Source: an optimization exercise on an open RTL-to-GDS flow (aim: small area, a short achievable clock period and few clock cycles per item). Production flows keep margins and buffers that such runs may drop. At most, simulation tests tie the RTL to the original design; equivalence was not proved. Function not checked in runs 1 and 6: the RTL went through the layout flow alone. Power is estimated from default activity; no workload was simulated.

### flow/config.mk
export PLATFORM = sky130hd
export DESIGN_NAME = wb_slave_register
export DESIGN_NICKNAME = wb_slave_register
export VERILOG_FILES = /design/flow/design.v
export SDC_FILE = /design/flow/constraint.sdc
export NUM_CORES = 4
export LEC_CHECK = 0
export CAP_MARGIN = 20
export CORE_MARGIN = 2
export CORE_UTILIZATION = 60
export CTS_BUF_LIST = sky130_fd_sc_hd__clkbuf_8
export CTS_CLUSTER_DIAMETER = 60
export CTS_CLUSTER_SIZE = 16
export SETUP_SLACK_MARGIN = 3.05
export SLEW_MARGIN = 20
export SYNTH_HIERARCHICAL = 1
export SYNTH_MINIMUM_KEEP_SIZE = 0
### flow/constraint.sdc
create_clock -name core_clock -period 5.0 [get_ports {clk_i}]
set_input_delay 1.0000 -clock core_clock [delete_from_list [all_inputs] [get_ports {clk_i}]]
set_output_delay 1.0000 -clock core_clock [all_outputs]
set_load 0.01 [all_outputs]
### flow/design.v
`default_nettype none
module wb_slave_register #(
    parameter ADDR_WIDTH = 16,
    parameter DATA_WIDTH = 32,
    parameter GRANULE = 8,
    parameter REGISTER_NUM = 16,
    parameter SEL_WIDTH = DATA_WIDTH / GRANULE
) (
    input wire rst_i,
    input wire clk_i,
    input wire [ADDR_WIDTH-1:0] adr_i,
    input wire [DATA_WIDTH-1:0] dat_i,
    output reg [DATA_WIDTH-1:0] dat_o,
    input wire [SEL_WIDTH-1:0] sel_i,
    input wire we_i,
    input wire stb_i,
    output wire ack_o,
    output wire err_o,
    input wire cyc_i
);
    reg [DATA_WIDTH-1:0] register_value [0:REGISTER_NUM-1];
    reg ack;
    reg err;
    wire in_range = (adr_i < REGISTER_NUM);
    wire [3:0] idx = adr_i[3:0];
    wire [REGISTER_NUM-1:0] rsel;
    genvar g, gb;
    wbr_dec4 u_dec (.a(idx), .y(rsel));
    reg [REGISTER_NUM-1:0] wrow;
    wire wr_first = ~rst_i & stb_i & we_i & in_range & ~ack;
    wire [REGISTER_NUM-1:0] wrow_d;
    wbr_wdec4 u_wdec (.a(idx), .en(wr_first), .y(wrow_d));
    always @(posedge clk_i) begin
        wrow <= wrow_d;
    end
    wire [SEL_WIDTH-1:0] lane_en [0:REGISTER_NUM-1];
    generate for (g = 0; g < REGISTER_NUM; g = g + 1) begin : wen
        for (gb = 0; gb < SEL_WIDTH; gb = gb + 1) begin : lane
            wbr_a21o u_en (.a1(wrow[g]), .a2(sel_i[gb]), .b1(rst_i), .y(lane_en[g][gb]));
        end
    end endgenerate
    wire [DATA_WIDTH-1:0] wdata = dat_i & {DATA_WIDTH{~rst_i}};
    integer i, b;
    always @(posedge clk_i) begin
        for (i = 0; i < REGISTER_NUM; i = i + 1) begin
            for (b = 0; b < SEL_WIDTH; b = b + 1) begin
                if (lane_en[i][b]) begin
                    register_value[i][b*GRANULE+:GRANULE] <= wdata[b*GRANULE+:GRANULE];
                end
            end
        end
    end
    always @(posedge clk_i) begin
        if (rst_i) begin
            ack <= 1'b0;
            err <= 1'b0;
        end else begin
            ack <= stb_i & in_range & ~ack;
            err <= stb_i & ~in_range & ~err;
        end
    end
    wire [DATA_WIDTH-1:0] rdata;
    generate for (gb = 0; gb < DATA_WIDTH; gb = gb + 1) begin : rmux
        wire [REGISTER_NUM-1:0] col;
        for (g = 0; g < REGISTER_NUM; g = g + 1) begin : c
            assign col[g] = register_value[g][gb];
        end
        wire lo, hi;
        wbr_mux8 u_lo (.d(col[7:0]), .s(rsel[7:0]), .y(lo));
        wbr_mux8 u_hi (.d(col[15:8]), .s(rsel[15:8]), .y(hi));
        wbr_or2 u_o (.a(lo), .b(hi), .y(rdata[gb]));
    end endgenerate
    always @(posedge clk_i) begin
        dat_o <= rdata;
    end
    assign ack_o = ack;
    assign err_o = err;
endmodule
module wbr_dec4 (input wire [3:0] a, output wire [15:0] y);
    genvar k;
    generate for (k = 0; k < 16; k = k + 1) begin : d
        assign y[k] = (a == k);
    end endgenerate
endmodule
module wbr_wdec4 (input wire [3:0] a, input wire en, output wire [15:0] y);
    genvar k;
    generate for (k = 0; k < 16; k = k + 1) begin : d
        assign y[k] = en & (a == k);
    end endgenerate
endmodule
module wbr_mux8 (input wire [7:0] d, input wire [7:0] s, output wire y);
    assign y = |(d & s);
endmodule
module wbr_or2 (input wire a, input wire b, output wire y);
    assign y = a | b;
endmodule
module wbr_a21o (input wire a1, input wire a2, input wire b1, output wire y);
    assign y = (a1 & a2) | b1;
endmodule
### flow/run.sh
#!/bin/bash
# synth_recipe.tcl (not shown) runs the flow's synth.tcl, then flattens the netlist and writes it again
# the make line also repeats each setting of config.mk as NAME=value (left out here)
make -C /OpenROAD-flow-scripts/flow DESIGN_CONFIG=/design/flow/config.mk WORK_HOME=/design/flow/orfs CLKGATE_MAP_FILE= SYNTH_SCRIPT=/design/flow/synth_recipe.tcl finish
==> impl_metrics.yaml, run 1 <==
timing:
  report.final.setup_viol: 0
  slew_headroom_pct: 53.5
  finalWorstPathRequiredPeriod_ps: 2090
  worst_max_slew_pin_slew_ps: 694
  totalNegativeSetupSlack_ps: 0
  rsz0062_at_grt: "yes"
  hold_viol: 0
  final_min_period_over_clock_period_pct: 41.9
  maxClockFrequency_mhz: 477
  number_of_max_slew_violations_in_the_final_report: 0
  clock-skew-final_ps: 25.9
synth:
  yosysSeqAreaShare_pct: 81.6
  synth.most_common_cell: "sky130_fd_sc_hd__edfxtp_1"
  syn_nets: 1122
  yosys.area.top_type_share_pct: 76.6
  synthDominantAreaCellType: "sky130_fd_sc_hd__edfxtp_1"
  yosysWarningCount: 9
  asr_flop_ratio_synth_pct: 0
  netlist_instances: 1065
  synth_enable_flop_cells: 512
  syn_area_per_cell_um2: 18.9
  ys_dominant_reg_cell: "sky130_fd_sc_hd__edfxtp_1"
  post_synth_instance_area_mm2: 0.0201
  ys_top_cells_by_count: "sky130_fd_sc_hd__edfxtp_1 (512), sky130_fd_sc_hd__a22oi_1 (256), sky130_fd_sc_hd__a21o_1 (64), sky130_fd_sc_hd__nand4_1 (64), sky130_fd_sc_hd__dfxtp_1 (50)"
  ys_ff_latch: 562
  synth_cell_types: 29
  synth.area.top_cells: "sky130_fd_sc_hd__edfxtp_1 (77%), sky130_fd_sc_hd__a22oi_1 (9.6%), sky130_fd_sc_hd__dfxtp_1 (5.0%), sky130_fd_sc_hd__a21o_1 (2.4%), sky130_fd_sc_hd__nand4_1 (2.0%)"
floorplan:
  row_count: 66
  top_level_ports: 91
  floorplan.initialDensity_pct: 61.2
  core_area_mm2: 0.0328
  floorplan.die_area_mm2: 0.0349
  die_height_um: 187
  fp.dieW_um: 187
critical_path:
  worst_reg2reg_path_length_in_cells: 4
  critical_path_required_ps: 4000
  critical-path-max-stage-delay_ps: 380
  critical_path.startpoint_type: "flip-flop"
  worst-setup-path-type: "reg2out"
  critPathSlowestCell: "sky130_fd_sc_hd__dfxtp_4"
  timing.critical_path.arrival_ps: 1090
  worst-path-stages: 1
  crit_end_category: "primary output"
  cp_top_family: "flip-flops"
  critical_path_buf_inv_count: 1
  crit_fanout: 3
  crit_path_cell_trace: "buf_6"
clock_tree:
  clock_slew_seen_by_the_registers_of_the_worst_setup_and_hold_paths_ps: 100
  clock_tree.root_cell: "sky130_fd_sc_hd__clkbuf_8"
  clk_latency_ps: 600
  ctsLongestPathBuffers: 3
  ctsHtreeMaxLevel: 2
  cts_sinks: 562
  tritoncts: "yes"
  cts-buffers-inserted: 41
route:
  dr_total_vias: 10900
  routed_wirelength_mm: 47.8
  post_drt_via_cell_ratio: 6.42
  drtIter0Drc: 1068
  final_antenna_net_count: 0
  firstDrtPassIters: 7
  drc: 0
  avgRoutedWirePerCell_um: 28.1
grt:
  initial_antenna_violation_count: 4
  via_count_of_the_first_global_routing_pass: 10600
  grt_overflow: 0
  grt_max_degree: 57
  grt_pass1_wl_mm: 68.2
  grtUsageTotal_pct: 27.0
power_and_ir_drop:
  share_seq_of_total_power_pct: 66.7
  ir_drop_mv: 0.276
  powerDensity_mw_per_mm2: 371
  power.share.clock_pct: 26.3
  power.share.combinational_pct: 7.1
  leakage_nw: 7.79
  switching_share_pct: 22.2
  cell_internal_pwr_w: 0.00659
  fin_total_pwr_w: 0.00847
  total_switching_power_w: 0.00188
place:
  io_buffer_count: 89
  placed_cell_area_mm2: 0.0217
  post-dp-hpwl_mm: 26.2
  gp_routability_congestion: 0.768
final_layout:
  multi_input_area_mm2: 0.00387
  post-route-cell-area_mm2: 0.0228
  layout-drive-gt1-share_pct: 20.4
  seq_area_mm2: 0.0164
  design.final.nets: 1287
  num-fill-cells: 2227
  area_growth_pct: 13.6
outcome:
  outcome: "complete, no violations"
flow_run:
  max_cap_violations: 0
worst_hold_path:
  worstHoldPathCells: 2
  min_path_type: "reg2reg"
==> timing repair <==
action                                  in CTS  in global routing
hold buffers                                 0                  0
cloned                                       2                  2
resized for setup                          307                 57
buffers inserted                             6                  8
pin swaps                                    7                  6
endpoints found under the hold margin        0                  0
endpoints found under the setup margin     977                472
==> per-layer routing <==
layer,global-route usage (%),part of all wire [%]
met1,39.0,42
met2,43.4,47
met3,4.33,8.0
met4,7.45,2.4
met5,0,0
==> per-module statistics from Yosys (local to each module, per instance) <==
module | area (µm²) | copies in the design | flops+latches
wbr_a21o | 7.51 | 64 | 0
wb_slave_register | 16700 | 1 | 562
wbr_or2 | 6.26 | 32 | 0
wbr_mux8 | 36.3 | 64 | 0
wbr_dec4 | 277 | 1 | 0
wbr_wdec4 | 118 | 1 | 0
==> stage by stage <==
stage	cells	worst slack, ps	util [%]	hold WS [ps]
floorplan	1065	2490	-	519
finish	1704	2910	69.6	548
global placement	1611	1150	66.1	539
CTS	1693	2880	68.7	554
detailed placement	1611	1100	66.1	547
global route	1704	2880	69.6	575
==> power groups by stage <==
stage / clock (W) / sequential, W / combinational (W)
floorplan: 0 / 0.00574 / 0.000253
CTS: 0.00226 / 0.00564 / 0.000568
global placement: 0 / 0.00573 / 0.000577
finish: 0.00222 / 0.00565 / 0.000599
global route: 0.00243 / 0.00568 / 0.000638
detailed placement: 0 / 0.00575 / 0.000584
==> flip-flops by register name, summed over array words and instances, names as in the netlist <==
name and flops:
ack 1, dat_o 32, err 1, register_value 512
wrow 16
==> final timing paths <==
kind             startpoint  slack (ps)              end
max          ack$_SDFF_PP0_        2910            ack_o
min reg2reg  err$_SDFF_PP0_         550   err$_SDFF_PP0_
min          err$_SDFF_PP0_         550   err$_SDFF_PP0_
max reg2reg  ack$_SDFF_PP0_        3080  wrow[0]$_DFF_P_
==> logic make-up (layout without fill, tap and decap cells) <==
| group | after synthesis | in the layout | synth area share, % |
|---|---|---|---|
| compound gates | 321 | 321 | 12.0 |
| simple gates | 175 | 176 | 6.14 |
| other cells | 0 | 1 | 0 |
| buf+inv | 7 | 202 | 0.280 |
| flops | 562 | 562 | 81.6 |
==> placed cells by master (no fill, tap or decap), types with 3 or more instances in the layout <==
master,n
sky130_fd_sc_hd__dfxtp_1,32
sky130_fd_sc_hd__or4_4,3
sky130_fd_sc_hd__nor3_1,3
sky130_fd_sc_hd__dfxtp_2,16
sky130_fd_sc_hd__a22oi_2,4
sky130_fd_sc_hd__and4bb_4,4
sky130_fd_sc_hd__a21o_1,21
sky130_fd_sc_hd__nor4b_4,4
sky130_fd_sc_hd__a21o_2,43
sky130_fd_sc_hd__buf_12,4
sky130_fd_sc_hd__clkdlybuf4s15_1,3
sky130_fd_sc_hd__nor2_1,10
sky130_fd_sc_hd__clkbuf_8,44
sky130_fd_sc_hd__buf_2,22
sky130_fd_sc_hd__nor2b_2,32
sky130_fd_sc_hd__a22oi_1,252
sky130_fd_sc_hd__buf_4,25
sky130_fd_sc_hd__buf_6,30
sky130_fd_sc_hd__inv_1,26
sky130_fd_sc_hd__dlygate4sd2_1,3
sky130_fd_sc_hd__edfxtp_1,512
sky130_fd_sc_hd__nand4_1,64
sky130_fd_sc_hd__clkdlybuf4s50_1,32
sky130_fd_sc_hd__or2_1,32
==> final cells by class <==
cell class / instances / share of cell area, %
flip-flops and latches: 562 / 71.9
multi-input cells: 497 / 17.0
repair buffers: 128 / 5.53
clock buffers: 44 / 2.65
well taps: 442 / 2.42
clock inverters: 30 / 0.532
diodes: 1 / 0.0110
==> worst min-delay path, stage by stage, from the launching register on <==
cell and delay [ps]:
sky130_fd_sc_hd__dfxtp_4 380, sky130_fd_sc_hd__nor3b_1 50, sky130_fd_sc_hd__o31a_1 90
==> run 2: changes to the inputs <==
--- a/flow/design.v
+++ b/flow/design.v
@@ -26,13 +26,9 @@
     wire [REGISTER_NUM-1:0] rsel;
     genvar g, gb;
     wbr_dec4 u_dec (.a(idx), .y(rsel));
-    reg [REGISTER_NUM-1:0] wrow;
-    wire wr_first = ~rst_i & stb_i & we_i & in_range & ~ack;
-    wire [REGISTER_NUM-1:0] wrow_d;
-    wbr_wdec4 u_wdec (.a(idx), .en(wr_first), .y(wrow_d));
-    always @(posedge clk_i) begin
-        wrow <= wrow_d;
-    end
+    wire wr = ack & we_i;
+    wire [REGISTER_NUM-1:0] wrow;
+    wbr_wdec4 u_wdec (.a(idx), .en(wr), .y(wrow));
     wire [SEL_WIDTH-1:0] lane_en [0:REGISTER_NUM-1];
     generate for (g = 0; g < REGISTER_NUM; g = g + 1) begin : wen
         for (gb = 0; gb < SEL_WIDTH; gb = gb + 1) begin : lane
--- a/flow/config.mk
+++ b/flow/config.mk
@@ -9,8 +9,8 @@
 export CORE_MARGIN = 2
 export CORE_UTILIZATION = 60
 export CTS_BUF_LIST = sky130_fd_sc_hd__clkbuf_8
-export CTS_CLUSTER_DIAMETER = 60
-export CTS_CLUSTER_SIZE = 16
+export CTS_CLUSTER_DIAMETER = 70
+export CTS_CLUSTER_SIZE = 20
 export SETUP_SLACK_MARGIN = 3.05
 export SLEW_MARGIN = 20
 export SYNTH_HIERARCHICAL = 1
==> run 2 against run 1 <==
Net effect:
- first-iteration DRC count is 5.6% lower
- die area is 1.7% lower
- critical path type unchanged
- total power is 3.5% lower
- sequential share of layout area is 2.5 points lower
- design area is 1.4% higher
- sequential power is 2% lower
- register-to-register slack hardly changed
- fmax is 2.5% higher
- via count is 1.5% lower
- wire length is 5.1% lower
- clock power is 9% lower
- worst hold slack worse by 23 ps
==> impl_metrics.yaml, run 2 <==
grt:
  grt_max_degree: 64
  grtUsageTotal_pct: 26.5
  via_count_of_the_first_global_routing_pass: 10400
  initial_antenna_violation_count: 0
  grt_pass1_wl_mm: 65.3
  grt_overflow: 0
final_layout:
  largest_register_ffs: 512
  area_growth_pct: 17.3
  antenna_diode_count: 0
  commonest_cells_after_routing_fill_and_taps_aside: "sky130_fd_sc_hd__edfxtp_1 (512), sky130_fd_sc_hd__a22oi_1 (227), sky130_fd_sc_hd__nand4_1 (64), sky130_fd_sc_hd__a21o_4 (59), sky130_fd_sc_hd__clkdlybuf4s50_1 (45)"
  largest-register: "register_value"
  layout-drive-gt1-share_pct: 24.4
  mostFrequentLayoutCell: "sky130_fd_sc_hd__edfxtp_1"
  reg.largest.list: "register_value (512), dat_o (32)"
  design.final.nets: 1277
synth:
  synth_cell_types: 29
  ys_top_cells_by_count: "sky130_fd_sc_hd__edfxtp_1 (512), sky130_fd_sc_hd__a22oi_1 (256), sky130_fd_sc_hd__a21o_1 (64), sky130_fd_sc_hd__nand4_1 (64), sky130_fd_sc_hd__dfxtp_1 (34)"
  synth.area.top_cells: "sky130_fd_sc_hd__edfxtp_1 (78%), sky130_fd_sc_hd__a22oi_1 (9.7%), sky130_fd_sc_hd__dfxtp_1 (3.5%), sky130_fd_sc_hd__a21o_1 (2.4%), sky130_fd_sc_hd__nand4_1 (2.0%)"
  ys_dominant_reg_cell: "sky130_fd_sc_hd__edfxtp_1"
  yosysSeqAreaShare_pct: 81.4
  yosysWarningCount: 9
  syn_nets: 1105
  post_synth_instance_area_mm2: 0.0197
  yosys.area.top_type_share_pct: 77.9
  ys_ff_latch: 546
  synth.most_common_cell: "sky130_fd_sc_hd__edfxtp_1"
  synth_enable_flop_cells: 512
  syn_area_per_cell_um2: 18.8
  synthDominantAreaCellType: "sky130_fd_sc_hd__edfxtp_1"
  asr_flop_ratio_synth_pct: 0
  netlist_instances: 1048
timing:
  report.final.setup_viol: 0
  slew_headroom_pct: 40.6
  number_of_max_slew_violations_in_the_final_report: 0
  clock-skew-final_ps: 31.2
  totalNegativeSetupSlack_ps: 0
  finalWorstPathRequiredPeriod_ps: 2040
  worst_max_slew_pin_slew_ps: 891
  final_min_period_over_clock_period_pct: 40.9
  hold_viol: 0
  rsz0062_at_grt: "yes"
  maxClockFrequency_mhz: 489
place:
  gp_routability_congestion: 0.755
  io_buffer_count: 89
  post-dp-hpwl_mm: 25.2
route:
  routed_wirelength_mm: 45.4
  final_antenna_net_count: 0
  drtIter0Drc: 1008
  avgRoutedWirePerCell_um: 26.9
  firstDrtPassIters: 5
  post_drt_via_cell_ratio: 6.38
  drc: 0
  dr_total_vias: 10800
floorplan:
  top_level_ports: 91
  floorplan.initialDensity_pct: 60.8
  die_height_um: 185
  core_area_mm2: 0.0325
  floorplan.die_area_mm2: 0.0343
  fp.dieW_um: 185
  row_count: 66
power_and_ir_drop:
  leakage_nw: 7.69
  total_switching_power_w: 0.00179
  power.share.combinational_pct: 7.6
  switching_share_pct: 21.9
  ir_drop_mv: 0.325
  share_seq_of_total_power_pct: 67.6
  power.share.clock_pct: 24.9
  fin_total_pwr_w: 0.00817
  powerDensity_mw_per_mm2: 353
  cell_internal_pwr_w: 0.00638
worst_hold_path:
  min_path_type: "reg2reg"
  worstHoldPathCells: 2
  hold_path_startpoint: "err$_SDFF_PP0_"
clock_tree:
  clock_tree.root_cell: "sky130_fd_sc_hd__clkbuf_8"
  ctsLongestPathBuffers: 3
  ctsHtreeMaxLevel: 2
  holdBufCountCts: 0
  clk_latency_ps: 560
  tritoncts: "yes"
  cts_sinks: 546
  cts-buffers-inserted: 34
  clock_slew_seen_by_the_registers_of_the_worst_setup_and_hold_paths_ps: 120
critical_path:
  cp-startpoint: "ack$_SDFF_PP0_"
  timing.critical_path.arrival_ps: 1040
  crit_path_cell_trace: "buf_6"
  worst_reg2reg_path_length_in_cells: 7
  critical_path_buf_inv_count: 1
  critical_path.startpoint_type: "flip-flop"
  critPathSlowestCell: "sky130_fd_sc_hd__dfxtp_2"
  cp_top_family: "flip-flops"
  worst-path-stages: 1
  reg2reg_from: "ack$_SDFF_PP0_"
  worst-setup-path-type: "reg2out"
  crit_fanout: 3
  critical-path-max-stage-delay_ps: 380
  crit_end_category: "primary output"
  critical_path_required_ps: 4000
flow_run:
  max_cap_violations: 0
outcome:
  outcome: "complete, no violations"
run 2: cell types whose count changed after synthesis, sizes merged, moves of 2 or more:
cell	before	now
clkbuf	3	0
buf	4	7
dfxtp	50	34
nor2b	32	30
or4	3	0
and2b	0	2
run 2: final timing paths:
path	end	slack, ps
worst max-delay path	ack_o	2960
worst min-delay path	err$_SDFF_PP0_	530
worst max register to register	register_value[11][17]$_DFFE_PP_	3090
worst min register to register	err$_SDFF_PP0_	530
run 2: logic make-up after synthesis:
group / count (synthesis) / share of synthesized area [%]
AND/OR/NAND/NOR: 174 / 6.10
flip-flops: 546 / 81.4
buffers and inverters: 7 / 0.304
AO/OA/AOI/OAI: 321 / 12.2
run 2: power groups by stage:
| stage | Combinational (W) | Clock (W) | Sequential (W) |
|---|---|---|---|
| after CTS | 0.000600 | 0.00208 | 0.00551 |
| final | 0.000618 | 0.00203 | 0.00552 |
| after global placement | 0.000603 | 0 | 0.00560 |
| after global routing | 0.000663 | 0.00223 | 0.00556 |
| after floorplan | 0.000276 | 0 | 0.00561 |
| after detailed placement | 0.000612 | 0 | 0.00562 |
run 2: cell type report:
| type | instances | area (µm²) |
|---|---|---|
| Clock buffer | 38 | 523 |
| Timing Repair Buffer | 142 | 1410 |
| Fill cell | 2056 | 9310 |
| Clock inverter | 23 | 114 |
| Sequential cell | 546 | 16100 |
| Multi-Input combinational cell | 496 | 4480 |
| Tap cell | 442 | 553 |
run 2: per-module statistics from Yosys (local to each module, per instance):
module	copies in the design	cells inside
wbr_or2	32	1
wbr_dec4	1	20
wbr_a21o	64	1
wbr_mux8	64	5
wbr_wdec4	1	23
wb_slave_register	1	589
run 2: worst register-to-register path: stages, from the launching register on:
cell and delay, ps:
sky130_fd_sc_hd__dfxtp_2 380, sky130_fd_sc_hd__and2_4 190, sky130_fd_sc_hd__buf_4 140, sky130_fd_sc_hd__nand3b_1 170
sky130_fd_sc_hd__buf_6 190, sky130_fd_sc_hd__nor2_4 190, sky130_fd_sc_hd__buf_12 140, sky130_fd_sc_hd__a21o_4 200
run 2: metal layers:
layer  vias up  GRT usage [%]  wire length [µm]
met3        65           3.58              2930
met1      5489           38.5             19300
met2       407           42.6             22000
met5         -              0                 0
met4         0           7.97              1170
li1       4807              -                 -
run 2: repair_timing:
action,4_1_cts,5_1_grt
resized for setup,251,70
buffers inserted,24,5
gates cloned,2,0
endpoints found under the setup margin,914,414
pin swaps,13,8
run 2: per-stage QoR:
stage	hold WS [ps]	std cells	instance area, µm²	setup WS [ps]	util, %
6_report	525	1687	23100	2960	71.3
5_1_grt	548	1687	23100	2900	71.3
4_1_cts	515	1682	22800	2920	70.3
3_5_place_dp	499	1595	21900	1210	67.4
3_3_place_gp	491	1595	21900	1270	67.4
2_1_floorplan	519	1048	20300	2490	-
Testbench counts of run 2, summed over its fixed seeds: cycles 14,392, items 4,800.
==> run 3: changes to the inputs <==
--- a/flow/config.mk
+++ b/flow/config.mk
@@ -9,8 +9,8 @@
 export CORE_MARGIN = 2
 export CORE_UTILIZATION = 60
 export CTS_BUF_LIST = sky130_fd_sc_hd__clkbuf_8
-export CTS_CLUSTER_DIAMETER = 70
-export CTS_CLUSTER_SIZE = 20
+export CTS_CLUSTER_DIAMETER = 60
+export CTS_CLUSTER_SIZE = 16
 export SETUP_SLACK_MARGIN = 3.05
 export SLEW_MARGIN = 20
 export SYNTH_HIERARCHICAL = 1
==> run 3 against run 2 <==
Net effect:
- clock skew fell by 3.4 ps
- sequential cell count did not move
- total power rose by 1.2%
- highest routed layer unchanged
- critical endpoint unchanged
- largest cell class unchanged
- count of clock-buffer cells in the layout rose by 5
==> impl_metrics.yaml, run 3 <==
power_and_ir_drop:
  powerDensity_mw_per_mm2: 356
  ir_drop_mv: 0.254
  leakage_nw: 7.76
  fin_total_pwr_w: 0.00827
place:
  gp_routability_congestion: 0.755
  dp_worst_setup_slack_ps: 1210
  io_buffer_count: 89
  place_inst: 1595
  post-dp-hpwl_mm: 25.2
final_layout:
  largest_register_ffs: 512
  reg.largest.list: "register_value (512), dat_o (32)"
  mostFrequentLayoutCell: "sky130_fd_sc_hd__edfxtp_1"
  num-fill-cells: 2050
  final_cell_count_no_fill: 1700
  design.final.nets: 1289
  commonest_cells_after_routing_fill_and_taps_aside: "sky130_fd_sc_hd__edfxtp_1 (512), sky130_fd_sc_hd__a22oi_1 (232), sky130_fd_sc_hd__nand4_1 (64), sky130_fd_sc_hd__a21o_4 (58), sky130_fd_sc_hd__clkdlybuf4s50_1 (45)"
  layout-drive-gt1-share_pct: 24.6
  area_growth_pct: 17.8
  largest-register: "register_value"
  antenna_diode_count: 0
floorplan:
  die_height_um: 185
  floorplan.initialDensity_pct: 60.8
  core_area_mm2: 0.0325
  row_count: 66
  top_level_ports: 91
  fp.dieW_um: 185
  floorplan.die_area_mm2: 0.0343
grt:
  grtUsageMet3_pct: 3.42
  grt_pass1_wl_mm: 65.8
  grtUsageTotal_pct: 26.7
  use_met1_pct: 38.7
  global_routing_met2_resource_utilization_pct: 42.7
  grt_max_degree: 64
  initial_antenna_violation_count: 0
  grt_overflow: 0
  via_count_of_the_first_global_routing_pass: 10500
  top_usage_layer: "met2"
critical_path:
  timing.critical_path.arrival_ps: 1060
  cp_top_family: "flip-flops"
  critical_path.startpoint_type: "flip-flop"
  reg2reg_to: "register_value[0][0]$_DFFE_PP_"
  critPathSlowestCell: "sky130_fd_sc_hd__dfxtp_2"
  critical_path_required_ps: 4000
  reg2reg_setup_slack_ps: 3100
  crit_end_category: "primary output"
  crit_fanout: 3
  reg2reg_from: "ack$_SDFF_PP0_"
  critical-path-max-stage-delay_ps: 370
  critical_path_buf_inv_count: 1
  crit_path_cell_trace: "buf_6"
  worst-setup-path-type: "reg2out"
  worst_reg2reg_path_length_in_cells: 5
clock_tree:
  holdBufCountCts: 0
  clock_slew_seen_by_the_registers_of_the_worst_setup_and_hold_paths_ps: 100
  ctsLongestPathBuffers: 3
  clk_latency_ps: 580
  ctsHtreeMaxLevel: 2
  cts_sinks: 546
  cts-buffers-inserted: 40
  tritoncts: "yes"
  clock_tree.root_cell: "sky130_fd_sc_hd__clkbuf_8"
timing:
  hold_viol: 0
  final_min_period_over_clock_period_pct: 41.1
  report.final.setup_viol: 0
  worst_max_slew_pin_slew_ps: 693
  maxClockFrequency_mhz: 486
  rsz0062_at_grt: "yes"
  slew_headroom_pct: 53.6
  finalWorstPathRequiredPeriod_ps: 2060
  timing.final.ws_setup_ps: 2940
  number_of_max_slew_violations_in_the_final_report: 0
  clock-skew-final_ps: 27.9
  totalNegativeSetupSlack_ps: 0
route:
  avgRoutedWirePerCell_um: 27.0
  final_antenna_net_count: 0
  drtIter0Drc: 1156
  routed_wirelength_mm: 45.9
  dr_total_vias: 10900
  firstDrtPassIters: 5
  drc: 0
  post_drt_via_cell_ratio: 6.40
synth:
  synth_cell_types: 29
  asr_flop_ratio_synth_pct: 0
  ys_ff_latch: 546
  synth.most_common_cell: "sky130_fd_sc_hd__edfxtp_1"
  ys_top_cells_by_count: "sky130_fd_sc_hd__edfxtp_1 (512), sky130_fd_sc_hd__a22oi_1 (256), sky130_fd_sc_hd__a21o_1 (64), sky130_fd_sc_hd__nand4_1 (64), sky130_fd_sc_hd__dfxtp_1 (34)"
  syn_area_per_cell_um2: 18.8
  synth.area.top_cells: "sky130_fd_sc_hd__edfxtp_1 (78%), sky130_fd_sc_hd__a22oi_1 (9.7%), sky130_fd_sc_hd__dfxtp_1 (3.5%), sky130_fd_sc_hd__a21o_1 (2.4%), sky130_fd_sc_hd__nand4_1 (2.0%)"
  synthDominantAreaCellType: "sky130_fd_sc_hd__edfxtp_1"
  yosysWarningCount: 9
  ys_dominant_reg_cell: "sky130_fd_sc_hd__edfxtp_1"
  netlist_instances: 1048
  yosysSeqAreaShare_pct: 81.4
  yosys.area.top_type_share_pct: 77.9
  syn_nets: 1105
  post_synth_instance_area_mm2: 0.0197
  synth_enable_flop_cells: 512
outcome:
  outcome: "complete, no violations"
flow_run:
  max_cap_violations: 0
worst_hold_path:
  worstHoldPathCells: 2
  min_path_type: "reg2reg"
  hold_path_startpoint: "err$_SDFF_PP0_"
  hold_path_end: "err$_SDFF_PP0_"
[run 3: cell counts after synthesis]
Identical to the previous run, type by type.
[run 3: worst max path at each step]
stage	depth (start not counted)	start	endpoint	slack, ps
after floorplan	5	adr_i[1]	dat_o[0]$_DFF_P_	2490
after global placement	6	adr_i[2]	dat_o[16]$_DFF_P_	1270
after detailed placement	6	adr_i[2]	dat_o[22]$_DFF_P_	1210
after CTS	1	ack$_SDFF_PP0_	ack_o	2920
after global routing	1	ack$_SDFF_PP0_	ack_o	2900
final	1	ack$_SDFF_PP0_	ack_o	2940
[run 3: power by group]
part | switching [W] | leakage, nW | total [W] | internal, W
Sequential | 0.000106 | 5.22 | 0.00552 | 0.00541
Combinational | 0.000381 | 2.10 | 0.000622 | 0.000241
Clock | 0.00133 | 0.440 | 0.00213 | 0.000800
Total | 0.00182 | 7.76 | 0.00827 | 0.00645
[run 3: cell families after synthesis]
| group | count (synthesis) | share of synthesized area [%] |
|---|---|---|
| AO/OA/AOI/OAI | 321 | 12.2 |
| AND/OR/NAND/NOR | 174 | 6.10 |
| flip-flops | 546 | 81.4 |
| buffers and inverters | 7 | 0.304 |
[run 3: per-module statistics from Yosys, one instance, submodules excluded]
module	cell area, µm²	cells	flops+latches	times used
wb_slave_register	16300	589	546	1
wbr_dec4	277	20	0	1
wbr_wdec4	118	23	0	1
wbr_mux8	36.3	5	0	64
wbr_or2	6.26	1	0	32
wbr_a21o	7.51	1	0	64
[run 3: cell type report]
| cell class | count | area, µm² | share of cell area [%] |
|---|---|---|---|
| Tap cell | 442 | 553 | 2.38 |
| Clock buffer | 43 | 592 | 2.55 |
| Timing Repair Buffer | 148 | 1470 | 6.33 |
| Sequential cell | 546 | 16100 | 69.2 |
| Multi-Input combinational cell | 496 | 4450 | 19.1 |
| Clock inverter | 25 | 100 | 0.431 |
[run 3: repair_timing]
item,4_1_cts,5_1_grt
resized for setup,255,67
pin swaps,14,6
buffers inserted,27,6
setup endpoints to repair,914,415
cloned,2,2
[run 3: routing by layer]
layer	wire (µm)	part of all wire (%)	up-vias
met4	1510	3.3	0
met2	22000	48	409
li1	-	-	4828
met5	0	0	-
met3	2830	6.2	87
met1	19500	43	5550
[run 3: stage by stage]
stage                     hold WS [ps]  utilization [%]  area, µm²
after global placement             491             67.4      21900
after floorplan                    519                -      20300
after CTS                          513             70.5      22900
final                              523             71.6      23200
after detailed placement           499             67.4      21900
after global routing               546             71.6      23200
==> run 4: changes to the inputs <==
--- a/flow/design.v
+++ b/flow/design.v
@@ -61,10 +61,10 @@
         for (g = 0; g < REGISTER_NUM; g = g + 1) begin : c
             assign col[g] = register_value[g][gb];
         end
-        wire lo, hi;
-        wbr_mux8 u_lo (.d(col[7:0]), .s(rsel[7:0]), .y(lo));
-        wbr_mux8 u_hi (.d(col[15:8]), .s(rsel[15:8]), .y(hi));
-        wbr_or2 u_o (.a(lo), .b(hi), .y(rdata[gb]));
+        wire lo_n, hi_n;
+        wbr_mux8n u_lo (.d(col[7:0]), .s(rsel[7:0]), .y(lo_n));
+        wbr_mux8n u_hi (.d(col[15:8]), .s(rsel[15:8]), .y(hi_n));
+        wbr_nand2 u_o (.a(lo_n), .b(hi_n), .y(rdata[gb]));
     end endgenerate
     always @(posedge clk_i) begin
         dat_o <= rdata;
@@ -84,11 +84,11 @@
         assign y[k] = en & (a == k);
     end endgenerate
 endmodule
-module wbr_mux8 (input wire [7:0] d, input wire [7:0] s, output wire y);
-    assign y = |(d & s);
+module wbr_mux8n (input wire [7:0] d, input wire [7:0] s, output wire y);
+    assign y = ~|(d & s);
 endmodule
-module wbr_or2 (input wire a, input wire b, output wire y);
-    assign y = a | b;
+module wbr_nand2 (input wire a, input wire b, output wire y);
+    assign y = ~(a & b);
 endmodule
 module wbr_a21o (input wire a1, input wire a2, input wire b1, output wire y);
     assign y = (a1 & a2) | b1;
--- a/flow/config.mk
+++ b/flow/config.mk
@@ -11,7 +11,7 @@
 export CTS_BUF_LIST = sky130_fd_sc_hd__clkbuf_8
 export CTS_CLUSTER_DIAMETER = 60
 export CTS_CLUSTER_SIZE = 16
-export SETUP_SLACK_MARGIN = 3.05
+export SETUP_SLACK_MARGIN = 2.98
 export SLEW_MARGIN = 20
 export SYNTH_HIERARCHICAL = 1
 export SYNTH_MINIMUM_KEEP_SIZE = 0
==> run 4 against run 3 <==
Net effect:
- still clean on timing, DRC and antenna
- worst hold slack worse by 20 ps
- design area is 0.50% lower
- largest power group unchanged
- sequential share of layout area is 0.37 points higher
- worst setup slack better by 30 ps
==> impl_metrics.yaml, run 4 <==
grt:
  grt_max_degree: 53
  grtUsageTotal_pct: 26.8
  grt_overflow: 0
  initial_antenna_violation_count: 0
  grt_pass1_wl_mm: 66.0
  via_count_of_the_first_global_routing_pass: 10400
floorplan:
  floorplan.initialDensity_pct: 60.9
  top_level_ports: 91
  core_area_mm2: 0.0325
  die_height_um: 186
  floorplan.die_area_mm2: 0.0345
  row_count: 66
  fp.dieW_um: 186
timing:
  final_min_period_over_clock_period_pct: 40.5
  maxClockFrequency_mhz: 494
  finalWorstPathRequiredPeriod_ps: 2030
  report.final.setup_viol: 0
  clock-skew-final_ps: 26.9
  worst_max_slew_pin_slew_ps: 944
  slew_headroom_pct: 37.0
  totalNegativeSetupSlack_ps: 0
  rsz0062_at_grt: "yes"
  hold_viol: 0
  number_of_max_slew_violations_in_the_final_report: 0
critical_path:
  cp_top_family: "flip-flops"
  crit_fanout: 1
  reg2reg_from: "ack$_SDFF_PP0_"
  critical-path-max-stage-delay_ps: 320
  crit_end_category: "primary output"
  worst-setup-path-type: "reg2out"
  critPathSlowestCell: "sky130_fd_sc_hd__dfxtp_1"
  crit_path_cell_trace: "buf_2"
  reg2reg_to: "register_value[3][18]$_DFFE_PP_"
  critical_path.startpoint_type: "flip-flop"
  critical_path_buf_inv_count: 1
  worst_reg2reg_path_length_in_cells: 6
  reg2reg_setup_slack_ps: 3050
  timing.critical_path.arrival_ps: 1030
  critical_path_required_ps: 4000
  cp-startpoint: "dat_o[7]$_DFF_P_"
final_layout:
  mostFrequentLayoutCell: "sky130_fd_sc_hd__edfxtp_1"
  largest-register: "register_value"
  area_growth_pct: 16.7
  largest_register_ffs: 512
  final_cell_count_no_fill: 1691
  layout-drive-gt1-share_pct: 22.3
  post-route-cell-area_mm2: 0.0231
  commonest_cells_after_routing_fill_and_taps_aside: "sky130_fd_sc_hd__edfxtp_1 (512), sky130_fd_sc_hd__a22oi_1 (255), sky130_fd_sc_hd__and4_1 (64), sky130_fd_sc_hd__a21o_4 (54), sky130_fd_sc_hd__clkdlybuf4s50_1 (45)"
  reg.largest.list: "register_value (512), dat_o (32)"
  design.final.nets: 1280
  final_core_util_pct: 71.0
  antenna_diode_count: 0
place:
  gp_routability_congestion: 0.752
  post-dp-hpwl_mm: 26.0
  place_inst: 1595
  io_buffer_count: 89
  placed_cell_area_mm2: 0.0219
clock_tree:
  ctsLongestPathBuffers: 3
  clk_latency_ps: 580
  holdBufCountCts: 0
  tritoncts: "yes"
  cts-buffers-inserted: 40
  ctsHtreeMaxLevel: 2
  cts_sinks: 546
  clock_slew_seen_by_the_registers_of_the_worst_setup_and_hold_paths_ps: 100
  clock_tree.root_cell: "sky130_fd_sc_hd__clkbuf_8"
route:
  drtIter0Drc: 1193
  post_drt_via_cell_ratio: 6.36
  drc: 0
  final_antenna_net_count: 0
  firstDrtPassIters: 5
  avgRoutedWirePerCell_um: 26.8
  dr_total_vias: 10800
  routed_wirelength_mm: 45.3
synth:
  ys_dominant_reg_cell: "sky130_fd_sc_hd__edfxtp_1"
  ys_ff_latch: 546
  ys_top_cells_by_count: "sky130_fd_sc_hd__edfxtp_1 (512), sky130_fd_sc_hd__a22oi_1 (256), sky130_fd_sc_hd__and4_1 (66)"
  netlist_instances: 1048
  synth_cell_types: 27
  syn_nets: 1105
  yosysWarningCount: 9
  synth.area.top_cells: "sky130_fd_sc_hd__edfxtp_1 (78%), sky130_fd_sc_hd__a22oi_1 (9.7%), sky130_fd_sc_hd__dfxtp_1 (3.4%), sky130_fd_sc_hd__and4_1 (2.9%), sky130_fd_sc_hd__a21o_1 (2.4%)"
  asr_flop_ratio_synth_pct: 0
  synth.most_common_cell: "sky130_fd_sc_hd__edfxtp_1"
  syn_area_per_cell_um2: 18.9
  yosysSeqAreaShare_pct: 81.1
  yosys.area.top_type_share_pct: 77.6
  synthDominantAreaCellType: "sky130_fd_sc_hd__edfxtp_1"
  post_synth_instance_area_mm2: 0.0198
  synth_enable_flop_cells: 512
worst_hold_path:
  worstHoldPathCells: 2
  hold_path_startpoint: "err$_SDFF_PP0_"
  min_path_type: "reg2reg"
  hold_path_end: "err$_SDFF_PP0_"
flow_run:
  max_cap_violations: 0
outcome:
  outcome: "complete, no violations"
power_and_ir_drop:
  leakage_nw: 7.56
  ir_drop_mv: 0.237
  powerDensity_mw_per_mm2: 360
## run 4: worst max-delay path by stage
| stage | cells past startpoint | end |
|---|---|---|
| 2_1_floorplan | 5 | dat_o[0]$_DFF_P_ |
| 3_3_place_gp | 6 | dat_o[29]$_DFF_P_ |
| 3_5_place_dp | 4 | register_value[8][13]$_DFFE_PP_ |
| 4_1_cts | 1 | dat_o[3] |
| 5_1_grt | 1 | dat_o[2] |
| 6_report | 1 | dat_o[7] |
## run 4: area by class of cell
type                            count  area, µm²
Sequential cell                   546      16100
Fill cell                        2092       9420
Multi-Input combinational cell    496       4370
Timing Repair Buffer              139       1400
Clock buffer                       41        564
Tap cell                          442        553
Clock inverter                     27        155
## run 4: report_power, final
part           internal [W]  switching [W]  leakage (nW)
Combinational      0.000240       0.000373          1.89
Clock              0.000871        0.00131         0.455
Sequential          0.00541       0.000103          5.22
Total               0.00653        0.00179          7.56
## run 4: modules after synthesis (local to each module, per instance)
module | flops+latches | cells inside | times used | cell area, µm²
wbr_dec4 | 0 | 20 | 1 | 277
wbr_wdec4 | 0 | 23 | 1 | 118
wbr_mux8n | 0 | 5 | 64 | 38.8
wbr_nand2 | 0 | 1 | 32 | 3.75
wb_slave_register | 546 | 589 | 1 | 16300
wbr_a21o | 0 | 1 | 64 | 7.51
## run 4: kinds of logic after synthesis
family / synth area share (%)
simple gates: 6.47
compound gates: 12.2
flops: 81.1
buf+inv: 0.303
## run 4: timing repair
action | 4_1_cts | 5_1_grt
resized for setup | 272 | 34
gates cloned | 5 | 0
buffers inserted | 22 | 1
pin swaps | 13 | 3
hold endpoints to repair | 0 | 0
endpoints found under the setup margin | 874 | 458
## run 4: metal layers
layer  GRT usage [%]  vias up  routed length, µm
met4            7.12        0                886
met2            42.2      448              21900
li1                -     4814                  -
met1            40.1     5435              19100
met5               0        -                  0
met3            3.60       55               3350
## run 4: metrics by stage
| stage | power [W] | setup WS, ps | hold slack, ps |
|---|---|---|---|
| after floorplan | 0.00588 | 2440 | 544 |
| after global placement | 0.00620 | 1190 | 486 |
| after detailed placement | 0.00623 | 1150 | 495 |
| after CTS | 0.00835 | 2940 | 508 |
| after global routing | 0.00860 | 2930 | 542 |
| final | 0.00831 | 2970 | 504 |
Testbench counts of run 4, summed over its fixed seeds: cycles 14,392, items 4,800.
==> run 5: changes to the inputs <==
--- a/flow/config.mk
+++ b/flow/config.mk
@@ -11,7 +11,7 @@
 export CTS_BUF_LIST = sky130_fd_sc_hd__clkbuf_8
 export CTS_CLUSTER_DIAMETER = 60
 export CTS_CLUSTER_SIZE = 16
-export SETUP_SLACK_MARGIN = 2.98
+export SETUP_SLACK_MARGIN = 3.05
 export SLEW_MARGIN = 20
 export SYNTH_HIERARCHICAL = 1
 export SYNTH_MINIMUM_KEEP_SIZE = 0
==> run 5 against run 4 <==
Net effect:
- largest cell class unchanged
- sequential share of layout area up 0.29 points
- sequential cell count unchanged
- critical path depth unchanged
- die area unchanged
- fmax down 0.52%
- still clean
==> impl_metrics.yaml, run 5 <==
power_and_ir_drop:
  leakage_nw: 7.53
  ir_drop_mv: 0.307
  powerDensity_mw_per_mm2: 358
synth:
  yosys.area.top_type_share_pct: 77.6
  asr_flop_ratio_synth_pct: 0
  netlist_instances: 1048
  synth.most_common_cell: "sky130_fd_sc_hd__edfxtp_1"
  yosysWarningCount: 9
  syn_area_per_cell_um2: 18.9
  post_synth_instance_area_mm2: 0.0198
  ys_dominant_reg_cell: "sky130_fd_sc_hd__edfxtp_1"
  ys_ff_latch: 546
  synthDominantAreaCellType: "sky130_fd_sc_hd__edfxtp_1"
  syn_nets: 1105
  synth_enable_flop_cells: 512
  yosysSeqAreaShare_pct: 81.1
  synth_cell_types: 27
  ys_top_cells_by_count: "sky130_fd_sc_hd__edfxtp_1 (512), sky130_fd_sc_hd__a22oi_1 (256), sky130_fd_sc_hd__and4_1 (66)"
  synth.area.top_cells: "sky130_fd_sc_hd__edfxtp_1 (78%), sky130_fd_sc_hd__a22oi_1 (9.7%), sky130_fd_sc_hd__dfxtp_1 (3.4%), sky130_fd_sc_hd__and4_1 (2.9%), sky130_fd_sc_hd__a21o_1 (2.4%)"
timing:
  hold_viol: 0
  worst_max_slew_pin_slew_ps: 887
  slew_headroom_pct: 40.9
  report.final.setup_viol: 0
  totalNegativeSetupSlack_ps: 0
  maxClockFrequency_mhz: 491
  rsz0062_at_grt: "yes"
  clock-skew-final_ps: 24.5
  final_min_period_over_clock_period_pct: 40.7
  number_of_max_slew_violations_in_the_final_report: 0
  finalWorstPathRequiredPeriod_ps: 2040
final_layout:
  seq_area_mm2: 0.0161
  largest-register: "register_value"
  commonest_cells_after_routing_fill_and_taps_aside: "sky130_fd_sc_hd__edfxtp_1 (512), sky130_fd_sc_hd__a22oi_1 (255), sky130_fd_sc_hd__and4_1 (65), sky130_fd_sc_hd__a21o_4 (58), sky130_fd_sc_hd__clkdlybuf4s50_1 (45)"
  design.final.nets: 1276
  final_core_util_pct: 70.8
  mostFrequentLayoutCell: "sky130_fd_sc_hd__edfxtp_1"
  layout-drive-gt1-share_pct: 22.0
  reg.largest.list: "register_value (512), dat_o (32)"
  largest_register_ffs: 512
  multi_input_area_mm2: 0.00439
  area_growth_pct: 16.2
  num-fill-cells: 2120
critical_path:
  worst-setup-path-type: "reg2out"
  critPathSlowestCell: "sky130_fd_sc_hd__dfxtp_2"
  reg2reg_from: "ack$_SDFF_PP0_"
  worst_reg2reg_path_length_in_cells: 6
  worst-path-stages: 1
  critical_path_buf_inv_count: 1
  crit_end_category: "primary output"
  cp-startpoint: "dat_o[22]$_DFF_P_"
  timing.critical_path.arrival_ps: 1040
  critical_path.startpoint_type: "flip-flop"
  reg2reg_setup_slack_ps: 3040
  worst_setup_path_end: "dat_o[22]"
  crit_fanout: 1
  reg2reg_to: "register_value[1][2]$_DFFE_PP_"
  cp_top_family: "flip-flops"
  critical-path-max-stage-delay_ps: 340
  critical_path_required_ps: 4000
  crit_path_cell_trace: "buf_6"
route:
  drtIter0Drc: 1021
  post_drt_via_cell_ratio: 6.33
  final_antenna_net_count: 0
  firstDrtPassIters: 5
  avgRoutedWirePerCell_um: 26.6
  dr_total_vias: 10700
  routed_wirelength_mm: 45.0
  drc: 0
grt:
  grt_max_degree: 71
  grt_pass1_wl_mm: 66.4
  grtUsageTotal_pct: 26.7
  via_count_of_the_first_global_routing_pass: 10700
  initial_antenna_violation_count: 2
  grt_overflow: 0
clock_tree:
  cts_sinks: 546
  ctsHtreeMaxLevel: 2
  tritoncts: "yes"
  holdBufCountCts: 0
  clock_tree.root_cell: "sky130_fd_sc_hd__clkbuf_8"
  clock_slew_seen_by_the_registers_of_the_worst_setup_and_hold_paths_ps: 100
  ctsLongestPathBuffers: 3
  clk_latency_ps: 580
  cts-buffers-inserted: 40
outcome:
  outcome: "complete, no violations"
place:
  io_buffer_count: 89
  post-dp-hpwl_mm: 27.1
  gp_routability_congestion: 0.761
floorplan:
  floorplan.die_area_mm2: 0.0345
  floorplan.initialDensity_pct: 60.9
  top_level_ports: 91
  row_count: 66
  fp.dieW_um: 186
  die_height_um: 186
  core_area_mm2: 0.0325
flow_run:
  max_cap_violations: 0
worst_hold_path:
  min_path_type: "reg2reg"
-- run 5: cell families after synthesis --
kind of cell	synth area share [%]
AO/OA/AOI/OAI	12.2
flip-flops	81.1
AND/OR/NAND/NOR	6.47
buffers and inverters	0.303
-- run 5: layer usage --
layer / wire [µm] / track usage (%) / vias up
met5: 0 / 0 / -
met4: 979 / 7.21 / 0
met3: 2930 / 3.38 / 70
met2: 22700 / 45.3 / 401
met1: 18500 / 37.0 / 5439
li1: - / - / 4809
-- run 5: worst min path at each step --
stage,startpoint,endpoint,slack (ps),cells past startpoint
5_1_grt,err$_SDFF_PP0_,err$_SDFF_PP0_,540,2
2_1_floorplan,err$_SDFF_PP0_,err$_SDFF_PP0_,540,2
3_3_place_gp,err$_SDFF_PP0_,err$_SDFF_PP0_,490,2
3_5_place_dp,err$_SDFF_PP0_,err$_SDFF_PP0_,490,2
4_1_cts,err$_SDFF_PP0_,err$_SDFF_PP0_,510,2
6_report,err$_SDFF_PP0_,err$_SDFF_PP0_,510,2
-- run 5: timing repair --
item	in CTS	in global routing
pin swaps	6	6
endpoints found under the setup margin	1090	458
gates resized for setup	239	51
setup buffers	13	0
gates cloned	1	0
-- run 5: power breakdown --
part / leakage, nW / internal (W) / switching [W]
clock: 0.452 / 0.000777 / 0.00133
sequential: 5.22 / 0.00542 / 0.000104
combinational: 1.86 / 0.000241 / 0.000374
total: 7.53 / 0.00643 / 0.00181
-- run 5: worst min-delay path: cells and delay by family (launching register included) --
| kind | cells | cell delay (ps) |
|---|---|---|
| DFF | 1 | 350 |
| and+or+nand+nor | 1 | 100 |
| AOI/OAI and AO/OA | 1 | 30 |
-- run 5: Yosys stat by module (local to each module, per instance) --
| module | cells inside | flip-flops and latches |
|---|---|---|
| wbr_wdec4 | 23 | 0 |
| wbr_dec4 | 20 | 0 |
| wbr_mux8n | 5 | 0 |
| wbr_a21o | 1 | 0 |
| wb_slave_register | 589 | 546 |
| wbr_nand2 | 1 | 0 |
-- run 5: final cells by class --
| class | count | share of cell area (%) |
|---|---|---|
| antenna | 2 | 0.0217 |
| clock buffer | 41 | 2.45 |
| clock inverter | 32 | 0.598 |
| multi-input combinational | 496 | 19.1 |
| sequential | 546 | 69.8 |
| tap | 442 | 2.40 |
| timing repair buffer | 135 | 5.61 |
-- run 5: stage by stage --
stage          worst slack, ps  std cells  hold WS, ps  power [W]  cell area, µm²
5_1_grt                   2920       1694          544    0.00853           23000
4_1_cts                   2930       1692          512    0.00827           22900
6_report                  2960       1694          509    0.00824           23000
3_5_place_dp              1330       1605          492    0.00623           22000
3_3_place_gp              1370       1605          490    0.00621           22000
2_1_floorplan             2440       1048          544    0.00589           20400
==> run 6: changes to the inputs <==
--- a/flow/design.v
+++ b/flow/design.v
@@ -21,14 +21,26 @@
     reg [DATA_WIDTH-1:0] register_value [0:REGISTER_NUM-1];
     reg ack;
     reg err;
-    wire in_range = (adr_i < REGISTER_NUM);
+    wire [2:0] hi_zero;
+    wbr_nor4 u_z0 (.a(adr_i[4]),  .b(adr_i[5]),  .c(adr_i[6]),  .d(adr_i[7]),  .y(hi_zero[0]));
+    wbr_nor4 u_z1 (.a(adr_i[8]),  .b(adr_i[9]),  .c(adr_i[10]), .d(adr_i[11]), .y(hi_zero[1]));
+    wbr_nor4 u_z2 (.a(adr_i[12]), .b(adr_i[13]), .c(adr_i[14]), .d(adr_i[15]), .y(hi_zero[2]));
+    wire in_range = &hi_zero;
     wire [3:0] idx = adr_i[3:0];
     wire [REGISTER_NUM-1:0] rsel;
     genvar g, gb;
     wbr_dec4 u_dec (.a(idx), .y(rsel));
-    wire wr = ack & we_i;
-    wire [REGISTER_NUM-1:0] wrow;
-    wbr_wdec4 u_wdec (.a(idx), .en(wr), .y(wrow));
+    reg [REGISTER_NUM-1:0] wrow;
+    wire wr_first = ~rst_i & stb_i & we_i & in_range & ~ack;
+    wire [REGISTER_NUM-1:0] wsel;
+    wire [REGISTER_NUM-1:0] wrow_d;
+    wbr_dec4 u_wdec (.a(idx), .y(wsel));
+    generate for (g = 0; g < REGISTER_NUM; g = g + 1) begin : wq
+        wbr_and2 u_w (.a(wsel[g]), .b(wr_first), .y(wrow_d[g]));
+    end endgenerate
+    always @(posedge clk_i) begin
+        wrow <= wrow_d;
+    end
     wire [SEL_WIDTH-1:0] lane_en [0:REGISTER_NUM-1];
     generate for (g = 0; g < REGISTER_NUM; g = g + 1) begin : wen
         for (gb = 0; gb < SEL_WIDTH; gb = gb + 1) begin : lane
@@ -61,10 +73,10 @@
         for (g = 0; g < REGISTER_NUM; g = g + 1) begin : c
             assign col[g] = register_value[g][gb];
         end
-        wire lo_n, hi_n;
-        wbr_mux8n u_lo (.d(col[7:0]), .s(rsel[7:0]), .y(lo_n));
-        wbr_mux8n u_hi (.d(col[15:8]), .s(rsel[15:8]), .y(hi_n));
-        wbr_nand2 u_o (.a(lo_n), .b(hi_n), .y(rdata[gb]));
+        wire lo, hi;
+        wbr_mux8 u_lo (.d(col[7:0]), .s(rsel[7:0]), .y(lo));
+        wbr_mux8 u_hi (.d(col[15:8]), .s(rsel[15:8]), .y(hi));
+        wbr_or2 u_o (.a(lo), .b(hi), .y(rdata[gb]));
     end endgenerate
     always @(posedge clk_i) begin
         dat_o <= rdata;
@@ -78,17 +90,17 @@
         assign y[k] = (a == k);
     end endgenerate
 endmodule
-module wbr_wdec4 (input wire [3:0] a, input wire en, output wire [15:0] y);
-    genvar k;
-    generate for (k = 0; k < 16; k = k + 1) begin : d
-        assign y[k] = en & (a == k);
-    end endgenerate
+module wbr_nor4 (input wire a, input wire b, input wire c, input wire d, output wire y);
+    assign y = ~(a | b | c | d);
 endmodule
-module wbr_mux8n (input wire [7:0] d, input wire [7:0] s, output wire y);
-    assign y = ~|(d & s);
+module wbr_and2 (input wire a, input wire b, output wire y);
+    assign y = a & b;
 endmodule
-module wbr_nand2 (input wire a, input wire b, output wire y);
-    assign y = ~(a & b);
+module wbr_mux8 (input wire [7:0] d, input wire [7:0] s, output wire y);
+    assign y = |(d & s);
+endmodule
+module wbr_or2 (input wire a, input wire b, output wire y);
+    assign y = a | b;
 endmodule
 module wbr_a21o (input wire a1, input wire a2, input wire b1, output wire y);
     assign y = (a1 & a2) | b1;
==> run 6 against run 5 <==
Net effect:
- sequential cell count is 16 higher
- die area rose by 2.6%
- design area up 2.3%
- utilization decreased by 0.37 points
- non-clock buffer count rose by 3
- critical path depth is the same
- global-route usage is 0.44 points higher
- combinational power up 3%
- critical endpoint is now ack_o
==> impl_metrics.yaml, run 6 <==
critical_path:
  crit_fanout: 2
  worst_reg2reg_path_length_in_cells: 1
  crit_path_cell_trace: "buf_6"
  timing.critical_path.arrival_ps: 1070
  worst-setup-path-type: "reg2out"
  crit_end_category: "primary output"
  worst-path-stages: 1
  critical_path.startpoint_type: "flip-flop"
  critPathSlowestCell: "sky130_fd_sc_hd__dfxtp_4"
  critical_path_buf_inv_count: 1
  cp_top_family: "flip-flops"
  reg2reg_setup_slack_ps: 3690
  critical-path-max-stage-delay_ps: 360
  critical_path_required_ps: 4000
timing:
  hold_viol: 0
  finalHoldWorstSlack_ps: 521
  number_of_max_slew_violations_in_the_final_report: 0
  slew_headroom_pct: 33.8
  timing.final.ws_setup_ps: 2930
  maxClockFrequency_mhz: 484
  totalNegativeSetupSlack_ps: 0
  worst_max_slew_pin_slew_ps: 992
  clock-skew-final_ps: 31.0
  finalWorstPathRequiredPeriod_ps: 2070
  report.final.setup_viol: 0
  final_min_period_over_clock_period_pct: 41.4
  rsz0062_at_grt: "yes"
route:
  firstDrtPassIters: 5
  drc: 0
  avgRoutedWirePerCell_um: 27.9
  drtIter0Drc: 993
  routed_wirelength_mm: 48.1
  final_antenna_net_count: 0
  dr_total_vias: 11100
  post_drt_via_cell_ratio: 6.45
power_and_ir_drop:
  power.share.clock_pct: 26.3
  ir_drop_mv: 0.337
  share_seq_of_total_power_pct: 66.3
  leakage_nw: 8.03
  switching_share_pct: 22.0
  powerDensity_mw_per_mm2: 362
  power.share.combinational_pct: 7.4
  cell_internal_pwr_w: 0.00664
  total_switching_power_w: 0.00187
final_layout:
  design.final.nets: 1305
  mostFrequentLayoutCell: "sky130_fd_sc_hd__edfxtp_1"
  commonest_cells_after_routing_fill_and_taps_aside: "sky130_fd_sc_hd__edfxtp_1 (512), sky130_fd_sc_hd__a22oi_1 (230), sky130_fd_sc_hd__nand4_1 (64), sky130_fd_sc_hd__a21o_2 (52), sky130_fd_sc_hd__clkdlybuf4s50_1 (46)"
  largest-register: "register_value"
  num-fill-cells: 2138
  largest_register_ffs: 512
  antenna_diode_count: 0
  reg.largest.list: "register_value (512), dat_o (32), wrow (16)"
  layout-drive-gt1-share_pct: 21.7
  final_cell_count_no_fill: 1726
  final_core_util_pct: 70.4
  area_growth_pct: 15.8
clock_tree:
  holdBufCountCts: 0
  clock_tree.root_cell: "sky130_fd_sc_hd__clkbuf_8"
  clock_slew_seen_by_the_registers_of_the_worst_setup_and_hold_paths_ps: 90
  clk_latency_ps: 620
  cts-buffers-inserted: 41
  ctsLongestPathBuffers: 3
  cts_sinks: 562
  ctsHtreeMaxLevel: 2
  tritoncts: "yes"
place:
  gp_routability_congestion: 0.742
  place_inst: 1627
  dp_worst_setup_slack_ps: 1420
  io_buffer_count: 89
  post-dp-hpwl_mm: 25.6
synth:
  ys_ff_latch: 562
  ys_dominant_reg_cell: "sky130_fd_sc_hd__edfxtp_1"
  synth.most_common_cell: "sky130_fd_sc_hd__edfxtp_1"
  yosysWarningCount: 9
  post_synth_instance_area_mm2: 0.0203
  syn_area_per_cell_um2: 18.9
  synth.area.top_cells: "sky130_fd_sc_hd__edfxtp_1 (76%), sky130_fd_sc_hd__a22oi_1 (9.5%), sky130_fd_sc_hd__dfxtp_1 (4.9%), sky130_fd_sc_hd__a21o_1 (2.4%), sky130_fd_sc_hd__nand4_1 (2.0%)"
  yosys.area.top_type_share_pct: 75.6
  netlist_instances: 1078
  asr_flop_ratio_synth_pct: 0
  synth_cell_types: 22
  synth_enable_flop_cells: 512
  synthDominantAreaCellType: "sky130_fd_sc_hd__edfxtp_1"
  syn_nets: 1135
  ys_top_cells_by_count: "sky130_fd_sc_hd__edfxtp_1 (512), sky130_fd_sc_hd__a22oi_1 (256), sky130_fd_sc_hd__a21o_1 (64), sky130_fd_sc_hd__nand4_1 (64), sky130_fd_sc_hd__dfxtp_1 (50)"
  yosysSeqAreaShare_pct: 80.5
flow_run:
  max_cap_violations: 0
floorplan:
  floorplan.initialDensity_pct: 60.8
  floorplan.die_area_mm2: 0.0354
  die_height_um: 188
  fp.dieW_um: 188
  core_area_mm2: 0.0334
  row_count: 67
  top_level_ports: 91
grt:
  grt_max_degree: 98
  initial_antenna_violation_count: 0
  grt_overflow: 0
  via_count_of_the_first_global_routing_pass: 10700
  grt_pass1_wl_mm: 69.2
  grtUsageTotal_pct: 27.1
outcome:
  outcome: "complete, no violations"
worst_hold_path:
  worstHoldPathCells: 2
  min_path_type: "reg2reg"
[run 6: Yosys stat by module, one instance, submodules excluded]
module,cell area (µm²),cells
wbr_nor4,12.5,1
wbr_mux8,36.3,5
wbr_or2,6.26,1
wbr_a21o,7.51,1
wbr_dec4,277,20
wbr_and2,6.26,1
wb_slave_register,16600,603
[run 6: power by group through the flow]
stage	clock (W)	sequential (W)	combinational, W
2_1_floorplan	0	0.00574	0.000266
3_3_place_gp	0	0.00573	0.000586
3_5_place_dp	0	0.00575	0.000595
4_1_cts	0.00228	0.00564	0.000616
5_1_grt	0.00246	0.00568	0.000674
6_report	0.00224	0.00564	0.000633
[run 6: path summary, 6_finish.rpt]
check | from | to
max | ack$_SDFF_PP0_ | ack_o
min | err$_SDFF_PP0_ | err$_SDFF_PP0_
max reg2reg | wrow[2]$_DFF_P_ | register_value[2][28]$_DFFE_PP_
min reg2reg | err$_SDFF_PP0_ | err$_SDFF_PP0_
[run 6: cell type report]
cell class / count / area, µm² / area share, %
clock buffer: 43 / 592 / 2.51
clock inverter: 30 / 145 / 0.616
sequential: 562 / 16400 / 69.6
inverter: 1 / 3.75 / 0.0159
tap: 448 / 561 / 2.38
multi-input combinational: 504 / 4200 / 17.8
timing repair buffer: 138 / 1660 / 7.04
[run 6: what timing repair did]
item	4_1_cts	5_1_grt
buffers inserted	8	4
pin swaps	15	13
setup endpoints to repair	1082	318
gates resized for setup	319	44
cloned	12	2
[run 6: layer usage]
| layer | vias to the layer above | part of all wire, % | global-route usage, % |
|---|---|---|---|
| met3 | 62 | 8.8 | 4.34 |
| met4 | 0 | 1.6 | 6.18 |
| li1 | 4918 | - | - |
| met1 | 5667 | 41 | 39.8 |
| met5 | - | 0 | 0 |
| met2 | 492 | 48 | 43.6 |
[run 6: stage by stage]
stage / cell area [µm²] / power, W
global placement: 21900 / 0.00631
global route: 23500 / 0.00881
detailed placement: 21900 / 0.00634
CTS: 23300 / 0.00853
floorplan: 20400 / 0.00601
finish: 23500 / 0.00852
[run 6: cells by family (layout without fill, tap and decap cells)]
| logic type | count (synthesis) | after routing | synth area share [%] |
|---|---|---|---|
| compound gates | 320 | 320 | 11.8 |
| flops | 562 | 562 | 80.5 |
| simple gates | 184 | 184 | 7.11 |
| buf+inv | 12 | 212 | 0.535 |

-- static timing again, ports no longer ideal --
The results above use ideal ports. As a check the final layouts listed here were re-extracted and re-timed, cells and wires unchanged.
Step 1: set_driving_cell puts a clkbuf_16 on clk_i and a buf_2 on each other input, an assumption about the parent block.
Step 2 adds t to the input delays and takes it off the output delays; t is the mean of the earliest and latest rising clock arrival at the registers after step 1. Input paths then give back, and output paths get back, about the clock's delay inside the block.
Slacks: ideal / step 1 / step 2; pairs: ideal / step 1.
run	t (ns)	setup WS [ns]	slew at the worst register clock pin (ns)	cell pins on the clock port's net
run 1	0.637	2.905 / 2.843 / 2.206	0.11 / 0.11	1
run 2	0.605	2.957 / 2.905 / 2.401	0.12 / 0.12	1
run 3	0.615	2.944 / 2.896 / 2.378	0.10 / 0.10	1
run 4	0.615	2.975 / 2.926 / 2.405	0.10 / 0.10	1
run 5	0.617	2.964 / 2.916 / 2.396	0.10 / 0.10	1
run 6	0.652	2.932 / 2.881 / 2.372	0.10 / 0.10	1
After both steps every run listed still meets setup and hold. The setup slack of run 1, which loses most, moves by -0.062 ns with the drivers and by -0.699 ns with both steps.
